From an optimization exercise on the open Yosys and OpenROAD flow, aimed at small area and a short achievable clock period; shortcuts taken in it are not production practice.
The RTL was checked by simulation tests, not by an equivalence proof against the original design.

==> flow/design.v (outline; a module is shown in full before it is edited, if it fits) <==
// module dff: 16 lines
// module filter: 5135 lines
// module fa_cell: 4 lines
module filter #(parameter DATA_WIDTH = 16) (
    input clk,
    input rst_n,
    input signed [DATA_WIDTH-1:0] FilterIn,
    input ValidIn,
    output signed [32:0] data_out,
    output reg ValidOut);
  // ...
==> flow/flow/run.sh <==
#!/bin/bash
# Layout: the standard flow (standard.sh) unchanged, except that timing repair
# aims at a larger setup margin (a shorter period than the 10.5 ns clock) and the
# port buffers are plain buffers instead of delay cells.  make's full output goes
# to make_finish.log here; each ORFS step keeps its own log under orfs/logs/.
set -uo pipefail
bash standard.sh SETUP_SLACK_MARGIN=6.0 'BUFFER_PORTS_ARGS=-buffer_cell sky130_fd_sc_hd__buf_4' finish > make_finish.log 2>&1
status=$?
tail -n 40 make_finish.log
exit $status
==> flow/standard.sh <==
#!/bin/bash
# synth_recipe.tcl (not shown) runs the flow's synth.tcl, then flattens the netlist and writes it again
# the make line also repeats each setting of config.mk as NAME=value (left out here)
make -C /OpenROAD-flow-scripts/flow DESIGN_CONFIG=/design/flow/config.mk WORK_HOME=/design/flow/orfs CLKGATE_MAP_FILE= SYNTH_SCRIPT=/design/flow/synth_recipe.tcl "${@:-finish}"
==> flow/config.mk <==
export PLATFORM = sky130hd
export DESIGN_NAME = filter
export DESIGN_NICKNAME = filter
export VERILOG_FILES = /design/flow/design.v
export SDC_FILE = /design/flow/constraint.sdc
export NUM_CORES = 4
export LEC_CHECK = 0
export CAP_MARGIN = 20
export CORE_MARGIN = 2
export CORE_UTILIZATION = 65
export CTS_BUF_LIST = sky130_fd_sc_hd__clkbuf_4 sky130_fd_sc_hd__clkbuf_8
export CTS_CLUSTER_SIZE = 24
export SETUP_SLACK_MARGIN = 5
export SLEW_MARGIN = 20
export SYNTH_HIERARCHICAL = 1
export TNS_END_PERCENT = 100
==> flow/constraint.sdc <==
create_clock -name core_clock -period 10.5 [get_ports {clk}]
set_input_delay 2.1000 -clock core_clock [delete_from_list [all_inputs] [get_ports {clk}]]
set_output_delay 2.1000 -clock core_clock [all_outputs]
set_load 0.01 [all_outputs]
==> summary.txt, run 1 <==
Outcome
  – Status: timing/DRC/antenna clean

Logic synthesis
  – EDFF count, synth: 0
  – Synth Area in Adders: 0.467
  – Mux contribution to synthesized area: 0.000269
  – Mean post-synth cell area: 14.3 um2
  – Synth Flop Type: dfrtp_1
  – Post-synth net total: 3551
  – Post-synthesis sequential area ratio: 0.372
  – Number of synthesis warnings: 7

Setup path
  – Crit path DAT: 2.54 ns
  – Setup crit end kind: output pin
  – R2r setup slk: 6.06 ns
  – Reg2reg start: pr7[2]
  – Crit start category: flop

Floorplanning
  – Die area: 59100 um2
  – I/O pin count: 53

Worst hold path
  – Hold Path End: d6[8]
  – HP Start: d5[8]

Drt
  – Met2 wire length: 49100 um
  – Routed Antenna Nets: 0
  – Met1 WL: 36500 um

Timing
  – PnR worst setup slack: 5.86 ns
  – Setup_tns: 0 ns
  – Fin. max-slew vios: 0
  – Maximum clock frequency: 0.215 GHz

Place
  – Cells after DPL: 3358

CTS
  – Postcts setup bufs: 7
  – CTS tree: built

Final layout
  – Area growth, synth to finish: 10.9%
  – Sequential cell area share: 0.335

Global routing
  – First-pass GRT wire length: 148000 um
  – GRT overflow: 0
  – GRT Util Overall: 0.349

Job
  – MaxCap Viol Count: 0
==> inputs of run 2 (changes only) <==
--- a/flow/design.v
+++ b/flow/design.v
@@ -245,20 +245,16 @@
 reg rg_25;
 reg rg_26;
 reg rg_27;
 reg rg_28;
 reg rg_29;
 reg rg_30;
 reg rg_31;
 reg rg_32;
-reg rq_4;
-reg rq_5;
-reg rq_6;
-reg rq_7;
 reg rq_8;
 reg rq_9;
 reg rq_10;
 reg rq_11;
 reg rq_12;
 reg rq_13;
 reg rq_14;
 reg rq_15;
@@ -4452,200 +4448,200 @@
 assign g2324 = g2234 | g2323;
 assign g2325 = g2235 & g2230;
 assign g2326 = g2236 & g2232;
 assign g2327 = g2146 | g2326;
 assign g2328 = g2236 & g2233;
 assign g2329 = g2238 & g2234;
 assign g2330 = g2237 | g2329;
 assign g2331 = g2238 & g2235;
-assign g2332 = rq_4 & rg_0;
-assign g2333 = rg_4 | g2332;
-assign g2334 = rq_4 & g2085;
-assign g2335 = rq_5 & rg_1;
-assign g2336 = rg_5 | g2335;
-assign g2337 = rq_5 & g2149;
-assign g2338 = rq_6 & rg_2;
-assign g2339 = rg_6 | g2338;
-assign g2340 = rq_6 & g2241;
-assign g2341 = rq_7 & rg_3;
-assign g2342 = rg_7 | g2341;
-assign g2343 = rq_7 & g2244;
-assign g2344 = rq_8 & rg_4;
-assign g2345 = rg_8 | g2344;
-assign g2346 = rq_8 & rq_4;
-assign g2347 = rq_9 & rg_5;
-assign g2348 = rg_9 | g2347;
-assign g2349 = rq_9 & rq_5;
-assign g2350 = rq_10 & rg_6;
-assign g2351 = rg_10 | g2350;
-assign g2352 = rq_10 & rq_6;
-assign g2353 = rq_11 & rg_7;
-assign g2354 = rg_11 | g2353;
-assign g2355 = rq_11 & rq_7;
-assign g2356 = rq_12 & rg_8;
-assign g2357 = rg_12 | g2356;
-assign g2358 = rq_12 & rq_8;
-assign g2359 = rq_13 & rg_9;
-assign g2360 = rg_13 | g2359;
-assign g2361 = rq_13 & rq_9;
-assign g2362 = rq_14 & rg_10;
-assign g2363 = rg_14 | g2362;
-assign g2364 = rq_14 & rq_10;
-assign g2365 = rq_15 & rg_11;
-assign g2366 = rg_15 | g2365;
-assign g2367 = rq_15 & rq_11;
-assign g2368 = rq_16 & rg_12;
-assign g2369 = rg_16 | g2368;
-assign g2370 = rq_16 & rq_12;
-assign g2371 = rq_17 & rg_13;
-assign g2372 = rg_17 | g2371;
-assign g2373 = rq_17 & rq_13;
-assign g2374 = rq_18 & rg_14;
-assign g2375 = rg_18 | g2374;
-assign g2376 = rq_18 & rq_14;
-assign g2377 = rq_19 & rg_15;
-assign g2378 = rg_19 | g2377;
-assign g2379 = rq_19 & rq_15;
-assign g2380 = rq_20 & rg_16;
-assign g2381 = rg_20 | g2380;
-assign g2382 = rq_20 & rq_16;
-assign g2383 = rq_21 & rg_17;
-assign g2384 = rg_21 | g2383;
-assign g2385 = rq_21 & rq_17;
-assign g2386 = rq_22 & rg_18;
-assign g2387 = rg_22 | g2386;
-assign g2388 = rq_22 & rq_18;
-assign g2389 = rq_23 & rg_19;
-assign g2390 = rg_23 | g2389;
-assign g2391 = rq_23 & rq_19;
-assign g2392 = rq_24 & rg_20;
-assign g2393 = rg_24 | g2392;
-assign g2394 = rq_24 & rq_20;
-assign g2395 = rq_25 & rg_21;
-assign g2396 = rg_25 | g2395;
-assign g2397 = rq_25 & rq_21;
-assign g2398 = rq_26 & rg_22;
-assign g2399 = rg_26 | g2398;
-assign g2400 = rq_26 & rq_22;
-assign g2401 = rq_27 & rg_23;
-assign g2402 = rg_27 | g2401;
-assign g2403 = rq_27 & rq_23;
-assign g2404 = rq_28 & rg_24;
-assign g2405 = rg_28 | g2404;
-assign g2406 = rq_28 & rq_24;
-assign g2407 = rq_29 & rg_25;
-assign g2408 = rg_29 | g2407;
-assign g2409 = rq_29 & rq_25;
-assign g2410 = rq_30 & rg_26;
-assign g2411 = rg_30 | g2410;
-assign g2412 = rq_30 & rq_26;
-assign g2413 = rq_31 & rg_27;
-assign g2414 = rg_31 | g2413;
-assign g2415 = rq_31 & rq_27;
-assign g2416 = rq_32 & rg_28;
-assign g2417 = rg_32 | g2416;
-assign g2418 = rq_32 & rq_28;
-assign g2419 = g2346 & rg_0;
-assign g2420 = g2345 | g2419;
-assign g2421 = g2346 & g2085;
-assign g2422 = g2349 & rg_1;
-assign g2423 = g2348 | g2422;
-assign g2424 = g2349 & g2149;
-assign g2425 = g2352 & rg_2;
-assign g2426 = g2351 | g2425;
-assign g2427 = g2352 & g2241;
-assign g2428 = g2355 & rg_3;
-assign g2429 = g2354 | g2428;
-assign g2430 = g2355 & g2244;
-assign g2431 = g2358 & g2333;
-assign g2432 = g2357 | g2431;
-assign g2433 = g2358 & g2334;
-assign g2434 = g2361 & g2336;
-assign g2435 = g2360 | g2434;
-assign g2436 = g2361 & g2337;
-assign g2437 = g2364 & g2339;
-assign g2438 = g2363 | g2437;
-assign g2439 = g2364 & g2340;
-assign g2440 = g2367 & g2342;
-assign g2441 = g2366 | g2440;
-assign g2442 = g2367 & g2343;
-assign g2443 = g2370 & g2345;
-assign g2444 = g2369 | g2443;
-assign g2445 = g2370 & g2346;
-assign g2446 = g2373 & g2348;
-assign g2447 = g2372 | g2446;
-assign g2448 = g2373 & g2349;
-assign g2449 = g2376 & g2351;
-assign g2450 = g2375 | g2449;
-assign g2451 = g2376 & g2352;
-assign g2452 = g2379 & g2354;
-assign g2453 = g2378 | g2452;
-assign g2454 = g2379 & g2355;
-assign g2455 = g2382 & g2357;
-assign g2456 = g2381 | g2455;
-assign g2457 = g2382 & g2358;
-assign g2458 = g2385 & g2360;
-assign g2459 = g2384 | g2458;
-assign g2460 = g2385 & g2361;
-assign g2461 = g2388 & g2363;
-assign g2462 = g2387 | g2461;
-assign g2463 = g2388 & g2364;
-assign g2464 = g2391 & g2366;
-assign g2465 = g2390 | g2464;
-assign g2466 = g2391 & g2367;
-assign g2467 = g2394 & g2369;
-assign g2468 = g2393 | g2467;
-assign g2469 = g2394 & g2370;
-assign g2470 = g2397 & g2372;
-assign g2471 = g2396 | g2470;
-assign g2472 = g2397 & g2373;
-assign g2473 = g2400 & g2375;
-assign g2474 = g2399 | g2473;
-assign g2475 = g2400 & g2376;
-assign g2476 = g2403 & g2378;
-assign g2477 = g2402 | g2476;
-assign g2478 = g2403 & g2379;
-assign g2479 = g2406 & g2381;
-assign g2480 = g2405 | g2479;
-assign g2481 = g2406 & g2382;
-assign g2482 = g2409 & g2384;
-assign g2483 = g2408 | g2482;
-assign g2484 = g2409 & g2385;
-assign g2485 = g2412 & g2387;
-assign g2486 = g2411 | g2485;
-assign g2487 = g2412 & g2388;
-assign g2488 = g2415 & g2390;
-assign g2489 = g2414 | g2488;
-assign g2490 = g2415 & g2391;
-assign g2491 = g2418 & g2393;
-assign g2492 = g2417 | g2491;
-assign g2493 = g2418 & g2394;
+assign g2332 = g2247 & g2086;
+assign g2333 = g2246 | g2332;
+assign g2334 = g2247 & g2085;
+assign g2335 = g2250 & g2148;
+assign g2336 = g2249 | g2335;
+assign g2337 = g2250 & g2149;
+assign g2338 = g2253 & g2240;
+assign g2339 = g2252 | g2338;
+assign g2340 = g2253 & g2241;
+assign g2341 = g2256 & g2243;
+assign g2342 = g2255 | g2341;
+assign g2343 = g2256 & g2244;
+assign g2344 = g2259 & g2246;
+assign g2345 = g2258 | g2344;
+assign g2346 = g2259 & g2247;
+assign g2347 = g2262 & g2249;
+assign g2348 = g2261 | g2347;
+assign g2349 = g2262 & g2250;
+assign g2350 = g2265 & g2252;
+assign g2351 = g2264 | g2350;
+assign g2352 = g2265 & g2253;
+assign g2353 = g2268 & g2255;
+assign g2354 = g2267 | g2353;
+assign g2355 = g2268 & g2256;
+assign g2356 = g2271 & g2258;
+assign g2357 = g2270 | g2356;
+assign g2358 = g2271 & g2259;
+assign g2359 = g2274 & g2261;
+assign g2360 = g2273 | g2359;
+assign g2361 = g2274 & g2262;
+assign g2362 = g2277 & g2264;
+assign g2363 = g2276 | g2362;
+assign g2364 = g2277 & g2265;
+assign g2365 = g2280 & g2267;
+assign g2366 = g2279 | g2365;
+assign g2367 = g2280 & g2268;
+assign g2368 = g2283 & g2270;
+assign g2369 = g2282 | g2368;
+assign g2370 = g2283 & g2271;
+assign g2371 = g2286 & g2273;
+assign g2372 = g2285 | g2371;
+assign g2373 = g2286 & g2274;
+assign g2374 = g2289 & g2276;
+assign g2375 = g2288 | g2374;
+assign g2376 = g2289 & g2277;
+assign g2377 = g2292 & g2279;
+assign g2378 = g2291 | g2377;
+assign g2379 = g2292 & g2280;
+assign g2380 = g2295 & g2282;
+assign g2381 = g2294 | g2380;
+assign g2382 = g2295 & g2283;
+assign g2383 = g2298 & g2285;
+assign g2384 = g2297 | g2383;
+assign g2385 = g2298 & g2286;
+assign g2386 = g2301 & g2288;
+assign g2387 = g2300 | g2386;
+assign g2388 = g2301 & g2289;
+assign g2389 = g2304 & g2291;
+assign g2390 = g2303 | g2389;
+assign g2391 = g2304 & g2292;
+assign g2392 = g2307 & g2294;
+assign g2393 = g2306 | g2392;
+assign g2394 = g2307 & g2295;
+assign g2395 = g2310 & g2297;
+assign g2396 = g2309 | g2395;
+assign g2397 = g2310 & g2298;
+assign g2398 = g2313 & g2300;
+assign g2399 = g2312 | g2398;
+assign g2400 = g2313 & g2301;
+assign g2401 = g2316 & g2303;
+assign g2402 = g2315 | g2401;
+assign g2403 = g2316 & g2304;
+assign g2404 = g2319 & g2306;
+assign g2405 = g2318 | g2404;
+assign g2406 = g2319 & g2307;
+assign g2407 = g2322 & g2309;
+assign g2408 = g2321 | g2407;
+assign g2409 = g2322 & g2310;
+assign g2410 = g2325 & g2312;
+assign g2411 = g2324 | g2410;
+assign g2412 = g2325 & g2313;
+assign g2413 = g2328 & g2315;
+assign g2414 = g2327 | g2413;
+assign g2415 = g2328 & g2316;
+assign g2416 = g2331 & g2318;
+assign g2417 = g2330 | g2416;
+assign g2418 = g2331 & g2319;
+assign g2419 = rq_8 & rg_0;
+assign g2420 = rg_8 | g2419;
+assign g2421 = rq_8 & g2085;
+assign g2422 = rq_9 & rg_1;
+assign g2423 = rg_9 | g2422;
+assign g2424 = rq_9 & g2149;
+assign g2425 = rq_10 & rg_2;
+assign g2426 = rg_10 | g2425;
+assign g2427 = rq_10 & g2241;
+assign g2428 = rq_11 & rg_3;
+assign g2429 = rg_11 | g2428;
+assign g2430 = rq_11 & g2244;
+assign g2431 = rq_12 & rg_4;
+assign g2432 = rg_12 | g2431;
+assign g2433 = rq_12 & g2334;
+assign g2434 = rq_13 & rg_5;
+assign g2435 = rg_13 | g2434;
+assign g2436 = rq_13 & g2337;
+assign g2437 = rq_14 & rg_6;
+assign g2438 = rg_14 | g2437;
+assign g2439 = rq_14 & g2340;
+assign g2440 = rq_15 & rg_7;
+assign g2441 = rg_15 | g2440;
+assign g2442 = rq_15 & g2343;
+assign g2443 = rq_16 & rg_8;
+assign g2444 = rg_16 | g2443;
+assign g2445 = rq_16 & rq_8;
+assign g2446 = rq_17 & rg_9;
+assign g2447 = rg_17 | g2446;
+assign g2448 = rq_17 & rq_9;
+assign g2449 = rq_18 & rg_10;
+assign g2450 = rg_18 | g2449;
+assign g2451 = rq_18 & rq_10;
+assign g2452 = rq_19 & rg_11;
+assign g2453 = rg_19 | g2452;
+assign g2454 = rq_19 & rq_11;
+assign g2455 = rq_20 & rg_12;
+assign g2456 = rg_20 | g2455;
+assign g2457 = rq_20 & rq_12;
+assign g2458 = rq_21 & rg_13;
+assign g2459 = rg_21 | g2458;
+assign g2460 = rq_21 & rq_13;
+assign g2461 = rq_22 & rg_14;
+assign g2462 = rg_22 | g2461;
+assign g2463 = rq_22 & rq_14;
+assign g2464 = rq_23 & rg_15;
+assign g2465 = rg_23 | g2464;
+assign g2466 = rq_23 & rq_15;
+assign g2467 = rq_24 & rg_16;
+assign g2468 = rg_24 | g2467;
+assign g2469 = rq_24 & rq_16;
+assign g2470 = rq_25 & rg_17;
+assign g2471 = rg_25 | g2470;
+assign g2472 = rq_25 & rq_17;
+assign g2473 = rq_26 & rg_18;
+assign g2474 = rg_26 | g2473;
+assign g2475 = rq_26 & rq_18;
+assign g2476 = rq_27 & rg_19;
+assign g2477 = rg_27 | g2476;
+assign g2478 = rq_27 & rq_19;
+assign g2479 = rq_28 & rg_20;
+assign g2480 = rg_28 | g2479;
+assign g2481 = rq_28 & rq_20;
+assign g2482 = rq_29 & rg_21;
+assign g2483 = rg_29 | g2482;
+assign g2484 = rq_29 & rq_21;
+assign g2485 = rq_30 & rg_22;
+assign g2486 = rg_30 | g2485;
+assign g2487 = rq_30 & rq_22;
+assign g2488 = rq_31 & rg_23;
+assign g2489 = rg_31 | g2488;
+assign g2490 = rq_31 & rq_23;
+assign g2491 = rq_32 & rg_24;
+assign g2492 = rg_32 | g2491;
+assign g2493 = rq_32 & rq_24;
 assign g2494 = g2445 & rg_0;
 assign g2495 = g2444 | g2494;
 assign g2496 = g2445 & g2085;
 assign g2497 = g2448 & rg_1;
 assign g2498 = g2447 | g2497;
 assign g2499 = g2448 & g2149;
 assign g2500 = g2451 & rg_2;
 assign g2501 = g2450 | g2500;
 assign g2502 = g2451 & g2241;
 assign g2503 = g2454 & rg_3;
 assign g2504 = g2453 | g2503;
 assign g2505 = g2454 & g2244;
-assign g2506 = g2457 & g2333;
+assign g2506 = g2457 & rg_4;
 assign g2507 = g2456 | g2506;
 assign g2508 = g2457 & g2334;
-assign g2509 = g2460 & g2336;
+assign g2509 = g2460 & rg_5;
 assign g2510 = g2459 | g2509;
 assign g2511 = g2460 & g2337;
-assign g2512 = g2463 & g2339;
+assign g2512 = g2463 & rg_6;
 assign g2513 = g2462 | g2512;
 assign g2514 = g2463 & g2340;
-assign g2515 = g2466 & g2342;
+assign g2515 = g2466 & rg_7;
 assign g2516 = g2465 | g2515;
 assign g2517 = g2466 & g2343;
 assign g2518 = g2469 & g2420;
 assign g2519 = g2468 | g2518;
 assign g2520 = g2469 & g2421;
 assign g2521 = g2472 & g2423;
 assign g2522 = g2471 | g2521;
 assign g2523 = g2472 & g2424;
@@ -4672,20 +4668,20 @@
 assign g2544 = g2493 & g2445;
 assign g2545 = g2544 & rg_0;
 assign g2546 = g2543 | g2545;
 assign g2547 = g2544 & g2085;
 assign g2548 = rp_1 ^ rg_0;
 assign g2549 = rp_2 ^ rg_1;
 assign g2550 = rp_3 ^ rg_2;
 assign g2551 = rp_4 ^ rg_3;
-assign g2552 = rp_5 ^ g2333;
-assign g2553 = rp_6 ^ g2336;
-assign g2554 = rp_7 ^ g2339;
-assign g2555 = rp_8 ^ g2342;
+assign g2552 = rp_5 ^ rg_4;
+assign g2553 = rp_6 ^ rg_5;
+assign g2554 = rp_7 ^ rg_6;
+assign g2555 = rp_8 ^ rg_7;
 assign g2556 = rp_9 ^ g2420;
 assign g2557 = rp_10 ^ g2423;
 assign g2558 = rp_11 ^ g2426;
 assign g2559 = rp_12 ^ g2429;
 assign g2560 = rp_13 ^ g2432;
 assign g2561 = rp_14 ^ g2435;
 assign g2562 = rp_15 ^ g2438;
 assign g2563 = rp_16 ^ g2441;
@@ -5068,74 +5064,70 @@
   rp_28 <= g2141;
   rp_29 <= g2143;
   rp_30 <= r1_30_0;
   rp_31 <= g2145;
   rg_0 <= g2086;
   rg_1 <= g2148;
   rg_2 <= g2240;
   rg_3 <= g2243;
-  rg_4 <= g2246;
-  rg_5 <= g2249;
-  rg_6 <= g2252;
-  rg_7 <= g2255;
-  rg_8 <= g2258;
-  rg_9 <= g2261;
-  rg_10 <= g2264;
-  rg_11 <= g2267;
-  rg_12 <= g2270;
-  rg_13 <= g2273;
-  rg_14 <= g2276;
-  rg_15 <= g2279;
-  rg_16 <= g2282;
-  rg_17 <= g2285;
-  rg_18 <= g2288;
-  rg_19 <= g2291;
-  rg_20 <= g2294;
-  rg_21 <= g2297;
-  rg_22 <= g2300;
-  rg_23 <= g2303;
-  rg_24 <= g2306;
-  rg_25 <= g2309;
-  rg_26 <= g2312;
-  rg_27 <= g2315;
-  rg_28 <= g2318;
-  rg_29 <= g2321;
-  rg_30 <= g2324;
-  rg_31 <= g2327;
-  rg_32 <= g2330;
-  rq_4 <= g2247;
-  rq_5 <= g2250;
-  rq_6 <= g2253;
-  rq_7 <= g2256;
-  rq_8 <= g2259;
-  rq_9 <= g2262;
-  rq_10 <= g2265;
-  rq_11 <= g2268;
-  rq_12 <= g2271;
-  rq_13 <= g2274;
-  rq_14 <= g2277;
-  rq_15 <= g2280;
-  rq_16 <= g2283;
-  rq_17 <= g2286;
-  rq_18 <= g2289;
-  rq_19 <= g2292;
-  rq_20 <= g2295;
-  rq_21 <= g2298;
-  rq_22 <= g2301;
-  rq_23 <= g2304;
-  rq_24 <= g2307;
-  rq_25 <= g2310;
-  rq_26 <= g2313;
-  rq_27 <= g2316;
-  rq_28 <= g2319;
-  rq_29 <= g2322;
-  rq_30 <= g2325;
-  rq_31 <= g2328;
-  rq_32 <= g2331;
+  rg_4 <= g2333;
+  rg_5 <= g2336;
+  rg_6 <= g2339;
+  rg_7 <= g2342;
+  rg_8 <= g2345;
+  rg_9 <= g2348;
+  rg_10 <= g2351;
+  rg_11 <= g2354;
+  rg_12 <= g2357;
+  rg_13 <= g2360;
+  rg_14 <= g2363;
+  rg_15 <= g2366;
+  rg_16 <= g2369;
+  rg_17 <= g2372;
+  rg_18 <= g2375;
+  rg_19 <= g2378;
+  rg_20 <= g2381;
+  rg_21 <= g2384;
+  rg_22 <= g2387;
+  rg_23 <= g2390;
+  rg_24 <= g2393;
+  rg_25 <= g2396;
+  rg_26 <= g2399;
+  rg_27 <= g2402;
+  rg_28 <= g2405;
+  rg_29 <= g2408;
+  rg_30 <= g2411;
+  rg_31 <= g2414;
+  rg_32 <= g2417;
+  rq_8 <= g2346;
+  rq_9 <= g2349;
+  rq_10 <= g2352;
+  rq_11 <= g2355;
+  rq_12 <= g2358;
+  rq_13 <= g2361;
+  rq_14 <= g2364;
+  rq_15 <= g2367;
+  rq_16 <= g2370;
+  rq_17 <= g2373;
+  rq_18 <= g2376;
+  rq_19 <= g2379;
+  rq_20 <= g2382;
+  rq_21 <= g2385;
+  rq_22 <= g2388;
+  rq_23 <= g2391;
+  rq_24 <= g2394;
+  rq_25 <= g2397;
+  rq_26 <= g2400;
+  rq_27 <= g2403;
+  rq_28 <= g2406;
+  rq_29 <= g2409;
+  rq_30 <= g2412;
+  rq_31 <= g2415;
+  rq_32 <= g2418;
 end
 assign data_out = {g2579, g2578, g2577, g2576, g2575, g2574, g2573, g2572, g2571, g2570, g2569, g2568, g2567, g2566, g2565, g2564, g2563, g2562, g2561, g2560, g2559, g2558, g2557, g2556, g2555, g2554, g2553, g2552, g2551, g2550, g2549, g2548, rp_0};
 reg [4:0] num_taps_and_delay;
 always @(posedge clk or negedge rst_n) begin
     if (!rst_n) begin
         ValidOut <= 1'b0;
         num_taps_and_delay <= 5'd0;
     end else if (ValidIn) begin
==> flow/flow/run.sh (replaced) <==
#!/bin/bash
# Layout: the standard flow (standard.sh) unchanged, except that timing repair
# aims at a larger setup margin (a shorter period than the 10.5 ns clock) and the
# port buffers are plain buffers instead of delay cells.  make's full output goes
# to make_finish.log here; each ORFS step keeps its own log under orfs/logs/.
set -uo pipefail
bash standard.sh SETUP_SLACK_MARGIN=6.2 'BUFFER_PORTS_ARGS=-buffer_cell sky130_fd_sc_hd__buf_4' finish > make_finish.log 2>&1
status=$?
tail -n 40 make_finish.log
exit $status
==> flow/config.mk (replaced) <==
export PLATFORM = sky130hd
export DESIGN_NAME = filter
export DESIGN_NICKNAME = filter
export VERILOG_FILES = /design/flow/design.v
export SDC_FILE = /design/flow/constraint.sdc
export NUM_CORES = 4
export LEC_CHECK = 0
export CAP_MARGIN = 20
export CORE_MARGIN = 2
export CORE_UTILIZATION = 65
export SETUP_SLACK_MARGIN = 5
export SLEW_MARGIN = 20
export SYNTH_HIERARCHICAL = 1
export TNS_END_PERCENT = 100
==> summary.txt, run 2 <==
Global routing
  – First-pass GRT wire length: 153000 um (was 148000 um)
  – GRT met2 Usage: 0.620 (was 0.595)
  – Vias in the first global route: 24859 (was 24487)
  – GRT Max-Usage Layer: met2 (unchanged)
  – Antenna violations before repair: 3 (was 2)
  – GRT overflow: 0 (unchanged)
  – Met3 GRT Util: 0.0616 (was 0.0609)
  – Met1 usage: 0.441 (was 0.438)
  – Largest net degree at the start of global routing: 169 (was 154)
  – GRT Util Overall: 0.359 (was 0.349)

CTS
  – CTS Hold Bufs: 0 (unchanged)
  – Clk buf depth: 3 (unchanged)
  – Htree depth: 2 (was 3)
  – Clock-pin slew on the worst setup and hold paths: 0.06 ns (about the same)
  – TritonCTS Buffers: 59 (was 94)
  – Clock sink count: 563 (was 567)
  – CTS tree: built (unchanged)
  – CTS root buffer: clkbuf_16 (was clkbuf_8)
  – Worst skew pair latency: 0.66 ns (was 0.70 ns)

Drt
  – Starting DRT DRC Count: 1285 (was 1440)
  – DRC: 0 (unchanged)
  – First-pass detailed-route iteration total: 6 (was 7)
  – Via count: 21356 (was 21093)
  – Routed Antenna Nets: 0 (unchanged)
  – Via/cell ratio: 6.06 (was 5.94)
  – DRT Wirelength: 99800 um (was 96400 um)
  – Avg WL per Cell: 28.3 um (was 27.1 um)

Setup path
  – Crit path max fanout: 8 (was 3)
  – Setup crit end kind: flop (was output pin)
  – Worst R2R Path Depth: 14 (was 7)
  – R2r setup slk: 6.15 ns (was 6.06 ns)
  – CP required: 11.09 ns (was 8.40 ns)
  – Crit path DAT: 5.17 ns (was 2.54 ns)
  – Crit start category: primary input (was flop)
  – Reg2reg start: r1_14_2 (was pr7[2])
  – Kind of critical path: in2reg (was reg2out)
  – RR Endpoint: rg_28 (was r2_9_0)

Worst hold path
  – Hold Path Stages: 0 (unchanged)
  – Hold Path End: d11[9] (was d6[8])
  – HP Start: d10[9] (was d5[8])
  – Worst min path class: reg2reg (unchanged)

Logic synthesis
  – Synth Flop Type: dfrtp_1 (unchanged)
  – Count leader, synth: fa_1 (unchanged)
  – Post-synth net total: 3550 (was 3551)
  – Dominant cell type by area after synthesis: fa_1 (unchanged)
  – Number of synthesis warnings: 7 (unchanged)
  – Fraction of registers with async set/reset: 0.844 (was 0.838)
  – Mean post-synth cell area: 14.4 um2 (was 14.3 um2)
  – Count of unique library cells instantiated by Yosys: 67 (was 62)
  – Synth cell count leaders: 740 x fa_1, 417 x dfrtp_1, 216 x inv_1 (was 740 x fa_1, 417 x dfrtp_1, 214 x inv_1)
  – Synth Instances: 2587 (was 2589)
  – Post-synthesis sequential area ratio: 0.368 (was 0.372)
  – Synth area leaders: fa_1 40%, dfrtp_1 28%, ha_1 6.8% (unchanged)
  – Syn Std Cell Area: 37300 um2 (was 37100 um2)
  – Synth top area share: 0.397 (was 0.399)
  – EDFF count, synth: 0 (unchanged)
  – Seq cells post-synth: 563 (was 567)

Floorplanning
  – Core Box Area: 56500 um2 (unchanged)
  – Die width: 243 um (about the same)
  – Std-Cell Rows: 87 (unchanged)
  – Die Y: 243 um (about the same)
  – I/O pin count: 53 (unchanged)
  – Die area: 59300 um2 (was 59100 um2)
  – Initial Util: 0.660 (was 0.658)

Final layout
  – Nets@finish: 3684 (was 3682)
  – Layout cell share with drive strength beyond 1: 0.174 (was 0.140)
  – Finished Cell Area: 42200 um2 (was 41200 um2)
  – Commonest non-fill, non-tap cell in the layout: fa_1 (unchanged)
  – Most frequent cells in the layout: 712 x fa_1, 374 x dfrtp_1, 200 x inv_1 (was 735 x fa_1, 417 x dfrtp_1, 199 x inv_1)
  – Fillers: 3411 (was 3631)
  – ANT cells: 0 (was 2)
  – Area growth, synth to finish: 13.3% (was 10.9%)

Job
  – MaxCap Viol Count: 0 (unchanged)

Place
  – GP Congestion: 0.984 (was 0.973)
  – Port buffer count: 52 (unchanged)
  – Final HPWL DP: 79600 um (was 77500 um)
  – Placed inst area: 39100 um2 (was 38600 um2)

Timing
  – Min Hold Slack: 0.313 ns (was 0.340 ns)
  – Slew headroom: 0.279 (was 0.371)
  – Final Hold Fails: 0 (unchanged)
  – Maximum clock frequency: 0.218 GHz (was 0.215 GHz)
  – RSZ-0062 raised after global routing: true (unchanged)
  – Tcrit/Tclk final: 0.436 (was 0.442)
  – Setup violators final: 0 (unchanged)
  – Slew @ Worst Pin: 1.07 ns (was 0.944 ns)
  – Final Critical Period: 4.58 ns (was 4.64 ns)
  – Fin. max-slew vios: 0 (unchanged)
  – Setup_tns: 0 ns (unchanged)
  – Clk_skew: 0.0479 ns (was 0.0348 ns)

Outcome
  – Status: timing/DRC/antenna clean (unchanged)
[run 2: cell types whose count changed after synthesis, sizes merged, moves of 14 or more]
cell / change
nand2: -15
nand4: +14
nor2: -14
nor3: +14
o21ai: -20
xor2: +17
[run 2: worst max-delay path, cell delays in order]
cell and delay (ns):
buf_16 0.15, nand2_8 0.10, inv_8 0.05, fa_1 0.54, fa_1 0.43, fa_1 0.53, fa_1 0.45, ha_4 0.36
nand4_1 0.18, buf_4 0.18, nor2_1 0.09
[run 2: per-module statistics from Yosys, one instance, submodules excluded]
module | times used | area, um2 | flops+latches
fa_cell | 733 | 20.0 | 0
filter | 1 | 22600 | 563
[run 2: worst max path at each step]
stage,startpoint,endpoint,cells after the start
2_1_floorplan,ValidIn,rg_17,11
5_1_grt,ValidIn,rg_12,11
4_1_cts,ValidIn,rq_19,11
6_report,ValidIn,rq_15,11
3_5_place_dp,ValidIn,rg_21,13
3_3_place_gp,ValidIn,rg_21,12
[run 2: timing repair]
| item | CTS | global route |
|---|---|---|
| pin swaps | 52 | 60 |
| gates cloned | 2 | 0 |
| endpoints found under the setup margin | 83 | 62 |
| resized for setup | 86 | 88 |
| buffers inserted | 29 | 29 |
[run 2: area by class of cell]
type	instances	area (um2)	area share
well taps	756	946	0.0224
repair buffers	117	982	0.0233
clock inverters	26	305	0.00723
inverters	216	920	0.0218
multi-input cells	1764	23600	0.558
clock buffers	83	1740	0.0412
flip-flops and latches	563	13800	0.326
[run 2: metal layers]
layer	part of all wire	vias to the layer above
met3	0.062	347
met2	0.51	886
met5	0	-
li1	-	8763
met1	0.36	11360
met4	0.066	0
[run 2: logic make-up (layout without fill, tap and decap cells)]
group,Yosys count,after routing,synth area share
mux,3,3,0.000806
flops,563,563,0.368
compound gates,394,394,0.0692
simple gates,305,305,0.0388
xor+xnor,118,118,0.0277
fa+ha+maj,944,944,0.466
buf+inv,260,442,0.0295
[run 2: stage by stage]
step                instances  setup WS [ns]  utilization
finish                   3525           5.92        0.747
global placement         3356           4.59        0.691
floorplan                2587           5.33            -
CTS                      3496           5.94        0.738
global route             3525           5.84        0.747
detailed placement       3356           4.52        0.691

==> re-timing with driven ports <==
Ports are ideal in the flow. The routed layouts listed here were re-timed in OpenROAD. Step 1 (the two cells are an assumption about what drives the block):
set clk [get_ports {clk}]
set_driving_cell -lib_cell sky130_fd_sc_hd__clkbuf_16 $clk
set_driving_cell -lib_cell sky130_fd_sc_hd__buf_2 [delete_from_list [all_inputs] $clk]
Step 2 moves the port delays by t, midway between the first and last clock arrival at a register: inputs arrive t later, outputs are due t later. That takes back most of the time a late clock gives input paths. Slacks: ideal / step 1 / step 2; pairs: ideal / step 1.
run | shift t [ns] | setup WS [ns] | hold slack, ns | worst setup path after step 2 | worst data-port slew with drivers (ns)
run 1 | 0.752 | 5.860 / 5.797 / 5.209 | 0.340 / 0.340 / 0.340 | input to register | 0.20
run 2 | 0.704 | 5.918 / 5.751 / 5.047 | 0.313 / 0.313 / 0.313 | input to register | 0.27
After both steps every run listed still meets setup and hold. The setup slack of run 2, which loses most, moves by -0.167 ns with the drivers and by -0.871 ns with both steps.
